Background: an optimization exercise with open tools, aiming at small area and a short achievable clock period. Do not read the settings as production practice. The RTL was checked by simulation tests, not by an equivalence proof against the original design. Power and IR drop assume default switching activity.

==> module rdbit, before the edit <==
module rdbit(
    input [30:0] d,
    input [30:0] s,
    output y
    );
    wire [10:0] t;       
    wire [2:0] u;
    genvar i;
    generate
        for (i = 0; i < 10; i = i + 1) begin : g_t
            aoi222g A(.d(d[3*i+2:3*i]), .s(s[3*i+2:3*i]), .y(t[i]));
        end
    endgenerate
    nand2g T10(.a(d[30]), .b(s[30]), .y(t[10]));
    nand4g N0(.a(t[0]), .b(t[1]), .c(t[2]), .d(t[3]), .y(u[0]));
    nand4g N1(.a(t[4]), .b(t[5]), .c(t[6]), .d(t[7]), .y(u[1]));
    nand3g N2(.a(t[8]), .b(t[9]), .c(t[10]), .y(u[2]));
    or3g O(.a(u[0]), .b(u[1]), .c(u[2]), .y(y));
endmodule
==> module aoi222g, before the edit <==
module aoi222g(
    input [2:0] d,
    input [2:0] s,
    output y
    );
    assign y = ~|(d & s);
endmodule
==> module nand4g, before the edit <==
module nand4g(input a, input b, input c, input d, output y);
    assign y = ~(a & b & c & d);
endmodule
==> module or3g, before the edit <==
module or3g(input a, input b, input c, output y);
    assign y = a | b | c;
endmodule
clock: 15.0 ns
lec_check: 0
abc_clock_period_in_ps: 10000
cap_margin: 10
core_margin: 2
core_utilization: 40
cts_buf_list: sky130_fd_sc_hd__clkbuf_8
cts_cluster_size: 20
slew_margin: 10
synth_hierarchical: 1
standard.sh (not shown) runs the stock make flow with config.mk's settings and CLKGATE_MAP_FILE= SYNTH_SCRIPT=/design/flow/synth_recipe.tcl, a recipe that flattens the netlist after the stock synthesis.
==> flow/flow/run.sh <==
#!/bin/bash
# Layout flow: the standard ORFS flow (standard.sh, unchanged synthesis,
# floorplan, power grid, placement, CTS and routing), run with a larger setup
# repair margin so that timing repair keeps improving the critical paths, and
# with buf_2 cells as the port buffers. The make output goes to orfs_make.log;
# each ORFS step keeps its own log under orfs/logs/.
set -euo pipefail
bash standard.sh \
    SETUP_SLACK_MARGIN=5.5 \
    "BUFFER_PORTS_ARGS=-buffer_cell sky130_fd_sc_hd__buf_2" \
    finish > orfs_make.log 2>&1
Rerun with:
--- a/flow/design.v
+++ b/flow/design.v
@@ -207,34 +207,31 @@
     input [30:0] d,
     input [30:0] s,
     output y
     );
-    wire [10:0] t;       
-    wire [2:0] u;
-    genvar i;
-    generate
-        for (i = 0; i < 10; i = i + 1) begin : g_t
-            aoi222g A(.d(d[3*i+2:3*i]), .s(s[3*i+2:3*i]), .y(t[i]));
-        end
-    endgenerate
-    nand2g T10(.a(d[30]), .b(s[30]), .y(t[10]));
-    nand4g N0(.a(t[0]), .b(t[1]), .c(t[2]), .d(t[3]), .y(u[0]));
-    nand4g N1(.a(t[4]), .b(t[5]), .c(t[6]), .d(t[7]), .y(u[1]));
-    nand3g N2(.a(t[8]), .b(t[9]), .c(t[10]), .y(u[2]));
-    or3g O(.a(u[0]), .b(u[1]), .c(u[2]), .y(y));
+    wire [3:0] u;
+    wire [1:0] vn;
+    rdgrp8 G0(.d(d[7:0]),   .s(s[7:0]),   .y(u[0]));
+    rdgrp8 G1(.d(d[15:8]),  .s(s[15:8]),  .y(u[1]));
+    rdgrp8 G2(.d(d[23:16]), .s(s[23:16]), .y(u[2]));
+    rdgrp7 G3(.d(d[30:24]), .s(s[30:24]), .y(u[3]));
+    nor2g  V0(.a(u[0]), .b(u[1]), .y(vn[0]));
+    nor2g  V1(.a(u[2]), .b(u[3]), .y(vn[1]));
+    nand2g Y(.a(vn[0]), .b(vn[1]), .y(y));
 endmodule
-module aoi222g(
-    input [2:0] d,
-    input [2:0] s,
+module rdgrp8(
+    input [7:0] d,
+    input [7:0] s,
     output y
     );
-    assign y = ~|(d & s);
+    assign y = |(d & s);
 endmodule
-module nand4g(input a, input b, input c, input d, output y);
-    assign y = ~(a & b & c & d);
-endmodule
-module or3g(input a, input b, input c, output y);
-    assign y = a | b | c;
+module rdgrp7(
+    input [6:0] d,
+    input [6:0] s,
+    output y
+    );
+    assign y = |(d & s);
 endmodule
 module regword(
     input clk,
     input we,
What happened: The new run finished clean; clock skew drops by 19 ps; worst hold slack stays flat; final area climbs by 2.4%; final cell count climbs by 5.7%; via count climbs by 2.1%; register-to-register slack improved by 160 ps; count of clock-buffer cells in the layout climbs by 2; routed wire length climbs by 6.2%; global-route usage climbs by 1.4 points; power drops by 0.96%; sequential share of layout area drops by 0.75 points.


cpu, a different RTL version from the one above (not shown whole).
For scale: ~170 I/O pins.
==> module cpu, before the edit <==
module cpu (
    input clk,
    input reset,
    output [31:0] iaddr,
    input [31:0] idata,
    output [31:0] daddr,
    input [31:0] drdata,
    output [31:0] dwdata,
    output [3:0] dwe
);
    wire [6:0] op = idata[6:0];
    wire [2:0] f3 = idata[14:12];
    wire is_load   = ~op[6] & ~op[5] & ~op[4];
    wire is_store  = ~op[6] &  op[5] & ~op[4];
    wire is_branch =  op[6] & ~op[2];
    wire is_jal    =  op[6] &  op[3];
    wire is_jalr   =  op[6] &  op[2] & ~op[3];
    wire is_lui    = ~op[6] &  op[5] &  op[2];
    wire is_auipc  = ~op[6] & ~op[5] &  op[2];
    wire regwrite  = ~is_branch & ~is_store;
    wire s = idata[31];
    wire [31:0] imm_i  = {{20{s}}, idata[31:20]};
    wire [31:0] imm_ls = {{20{s}}, idata[31:25], is_store ? idata[11:7] : idata[24:20]};
    wire [31:0] imm_u  = {idata[31:12], 12'b0};
    wire [31:0] imm_b  = {{20{s}}, idata[7], idata[30:25], idata[11:8], 1'b0};
    wire [31:0] imm_j  = {{12{s}}, idata[19:12], idata[20], idata[30:21], 1'b0};
    wire [31:0] imm_pc = op[6] ? (op[2] ? imm_j : imm_b) : imm_u;    
    reg [31:1] pc;
    assign iaddr = {pc, 1'b0};
    wire [31:0] rv1, rv2;
    reg [31:0] wdata;
    registers REGISTERS(
        .clk(clk), .rs1(idata[19:15]), .rs2(idata[24:20]), .rd(idata[11:7]),
        .we(regwrite), .wdata(wdata), .rv1(rv1), .rv2(rv2)
    );
    wire [31:0] agu;
    ksadd AGU(.a(rv1), .b(imm_ls), .y(agu));
    assign daddr = agu;
    wire [31:0] a = rv1;
    wire [31:0] b = op[5] ? rv2 : imm_i;
    wire sub = op[6] | (~f3[2] & f3[1]) | ((f3 == 3'b000) & op[5] & idata[30]);
    wire [32:0] sum;
    wire [31:0] gn, pn, x;
    ksaddc ADDSUB(.a(a), .b(b ^ {32{sub}}), .cin(sub), .y(sum[31:0]), .cout(sum[32]),
                  .gn(gn), .pn(pn), .x(x));
    wire eq  = &x;               
    wire ltu = ~sum[32];
    wire lt  = (a[31] ^ b[31]) ? a[31] : sum[31];
    wire [31:0] sh, srev;
    shifter SHIFT(.a(a), .left(~f3[2]), .sh(b[4:0]), .f(idata[30] & a[31]), .y(sh));
    genvar i;
    generate
        for (i = 0; i < 32; i = i + 1) begin : g_rev
            assign srev[i] = sh[31 - i];
        end
    endgenerate
    reg [31:0] aluout;
    always @(*) begin
        case (f3)
            3'b000: aluout = sum[31:0];
            3'b001: aluout = srev;
            3'b010: aluout = {31'b0, lt};
            3'b011: aluout = {31'b0, ltu};
            3'b100: aluout = x;
            3'b101: aluout = sh;
            3'b110: aluout = ~pn;
            default: aluout = ~gn;
        endcase
    end
    wire [31:0] pc4 = {pc[31:2] + 30'd1, pc[1], 1'b0};
    wire [31:0] pcimm = {pc, 1'b0} + imm_pc;
    wire taken = (f3[2] ? (f3[1] ? ltu : lt) : eq) ^ f3[0];
    wire [31:0] npc = is_jalr ? agu : ((is_jal | (is_branch & taken)) ? pcimm : pc4);
    always @(posedge clk) begin
        if (reset) pc <= 31'b0;
        else pc <= npc[31:1];
    end
    wire [1:0] ea = agu[1:0];
    wire [7:0] lb = ea[1] ? (ea[0] ? drdata[31:24] : drdata[23:16])
                          : (ea[0] ? drdata[15:8]  : drdata[7:0]);
    wire [15:0] lh = ea[1] ? drdata[31:16] : drdata[15:0];
    wire hmis = f3[0] & ea[0];
    wire lsign = ~f3[2] & ~hmis & (f3[0] ? lh[15] : lb[7]);
    wire [31:0] ld;
    assign ld[7:0]   = f3[1] ? drdata[7:0]   : (f3[0] ? (hmis ? 8'b0 : lh[7:0])  : lb);
    assign ld[15:8]  = f3[1] ? drdata[15:8]  : (f3[0] ? (hmis ? 8'b0 : lh[15:8]) : {8{lsign}});
    assign ld[31:16] = f3[1] ? drdata[31:16] : {16{lsign}};
    always @(*) begin
        if (is_load) wdata = ld;
        else if (is_lui) wdata = imm_u;
        else if (is_auipc) wdata = pcimm;
        else if (op[6]) wdata = pc4;           
        else wdata = aluout;
    end
    assign dwdata[7:0]   = rv2[7:0];
    assign dwdata[15:8]  = ea[0] ? rv2[7:0] : rv2[15:8];
    assign dwdata[23:16] = ea[1] ? rv2[7:0] : rv2[23:16];
    assign dwdata[31:24] = ea[1] ? (ea[0] ? rv2[7:0] : rv2[15:8]) : rv2[31:24];
    wire a0 = (ea == 2'b00);
    assign dwe[0] = is_store & a0;
    assign dwe[1] = is_store & ((f3[1] | f3[0]) ? a0 : (ea == 2'b01));
    assign dwe[2] = is_store & (f3[1] ? a0 : (ea == 2'b10));
    assign dwe[3] = is_store & (f3[1] ? a0 : (f3[0] ? (ea == 2'b10) : (ea == 2'b11)));
endmodule
export LEC_CHECK = 0
export ABC_CLOCK_PERIOD_IN_PS = 10000
export CAP_MARGIN = 10
export CORE_MARGIN = 2
export CORE_UTILIZATION = 40
export CTS_BUF_LIST = sky130_fd_sc_hd__clkbuf_8
export CTS_CLUSTER_SIZE = 20
export SLEW_MARGIN = 10
export SYNTH_HIERARCHICAL = 1
create_clock -name core_clock -period 15.0 [get_ports {clk}]
Scripts as last shown in full above: flow/flow/run.sh
The starting point reached the layout checks and failed them: max-capacitance violations, max-slew violations.
Rerun with:
--- a/flow/design.v
+++ b/flow/design.v
@@ -191,30 +191,27 @@
     output y
     );
-    wire [10:0] t;       
-    wire [2:0] u;
-    genvar i;
-    generate
-        for (i = 0; i < 10; i = i + 1) begin : g_t
-            aoi222g A(.d(d[3*i+2:3*i]), .s(s[3*i+2:3*i]), .y(t[i]));
-        end
-    endgenerate
-    nand2g T10(.a(d[30]), .b(s[30]), .y(t[10]));
-    nand4g N0(.a(t[0]), .b(t[1]), .c(t[2]), .d(t[3]), .y(u[0]));
-    nand4g N1(.a(t[4]), .b(t[5]), .c(t[6]), .d(t[7]), .y(u[1]));
-    nand3g N2(.a(t[8]), .b(t[9]), .c(t[10]), .y(u[2]));
-    or3g O(.a(u[0]), .b(u[1]), .c(u[2]), .y(y));
-endmodule
-module aoi222g(
-    input [2:0] d,
-    input [2:0] s,
+    wire [3:0] u;
+    wire [1:0] vn;
+    rdgrp8 G0(.d(d[7:0]),   .s(s[7:0]),   .y(u[0]));
+    rdgrp8 G1(.d(d[15:8]),  .s(s[15:8]),  .y(u[1]));
+    rdgrp8 G2(.d(d[23:16]), .s(s[23:16]), .y(u[2]));
+    rdgrp7 G3(.d(d[30:24]), .s(s[30:24]), .y(u[3]));
+    nor2g  V0(.a(u[0]), .b(u[1]), .y(vn[0]));
+    nor2g  V1(.a(u[2]), .b(u[3]), .y(vn[1]));
+    nand2g Y(.a(vn[0]), .b(vn[1]), .y(y));
+endmodule
+module rdgrp8(
+    input [7:0] d,
+    input [7:0] s,
     output y
     );
-    assign y = ~|(d & s);
+    assign y = |(d & s);
 endmodule
-module nand4g(input a, input b, input c, input d, output y);
-    assign y = ~(a & b & c & d);
-endmodule
-module or3g(input a, input b, input c, output y);
-    assign y = a | b | c;
+module rdgrp7(
+    input [6:0] d,
+    input [6:0] s,
+    output y
+    );
+    assign y = |(d & s);
 endmodule
 module regword(
@@ -349,7 +346,7 @@
     end
     assign dwdata[7:0]   = rv2[7:0];
-    assign dwdata[15:8]  = ea[0] ? rv2[7:0] : rv2[15:8];
-    assign dwdata[23:16] = ea[1] ? rv2[7:0] : rv2[23:16];
-    assign dwdata[31:24] = ea[1] ? (ea[0] ? rv2[7:0] : rv2[15:8]) : rv2[31:24];
+    assign dwdata[15:8]  = (f3[1:0] == 2'b00) ? rv2[7:0] : rv2[15:8];
+    assign dwdata[23:16] = f3[1] ? rv2[23:16] : rv2[7:0];
+    assign dwdata[31:24] = f3[1] ? rv2[31:24] : (f3[0] ? rv2[15:8] : rv2[7:0]);
     wire a0 = (ea == 2'b00);
     assign dwe[0] = is_store & a0;
With this change the flow completed with no timing, DRC or antenna violations.
Synthesized area climbs by about 2.6%.
Critical path depth came out higher by 2.
Via count stays flat.
Final cell count increases by about 5.5%.
Wire length came out lower by 2.6%.
Design area climbs by about 1.2%.
Clock-buffer cell count went up by 2.
Fmax is higher by about 8%.
Sequential power is lower by about 1%.
Worst setup slack gains 0.73 ns.

## afterwards: timing with drivers on the ports
In the flow no input, the clock included, has a driving cell. The finished layouts below were timed again as built, in two steps.
Step 1 sets driving cells, clkbuf_16 on the clock port and buf_2 on the other inputs (assumed; they add their load-dependent delay and slew).
Step 2 moves the port delays by t, midway between the first and last clock arrival at a register: inputs arrive t later, outputs are due t later. That takes back most of the time a late clock gives input paths.
a / b / c = no drivers / after step 1 / after step 2; a / b = the first two.
run | t, ns | setup slack, ns | worst setup path at the end | worst register clock-pin slew, ns
the first run of note 1 | 0.963 | 5.123 / 5.039 / 4.327 | input to register | 0.07 / 0.07
the second run of note 1 | 1.019 | 5.261 / 5.236 / 4.389 | input to register | 0.09 / 0.09
the first run of note 2 | 1.026 | 4.642 / 4.559 / 4.441 | input to register | 0.07 / 0.07
the second run of note 2 | 1.023 | 5.371 / 5.302 / 4.400 | input to register | 0.07 / 0.07
For the second run of note 2, which loses most, drivers alone change the setup slack by -0.069 ns; drivers and shift together by -0.971 ns.
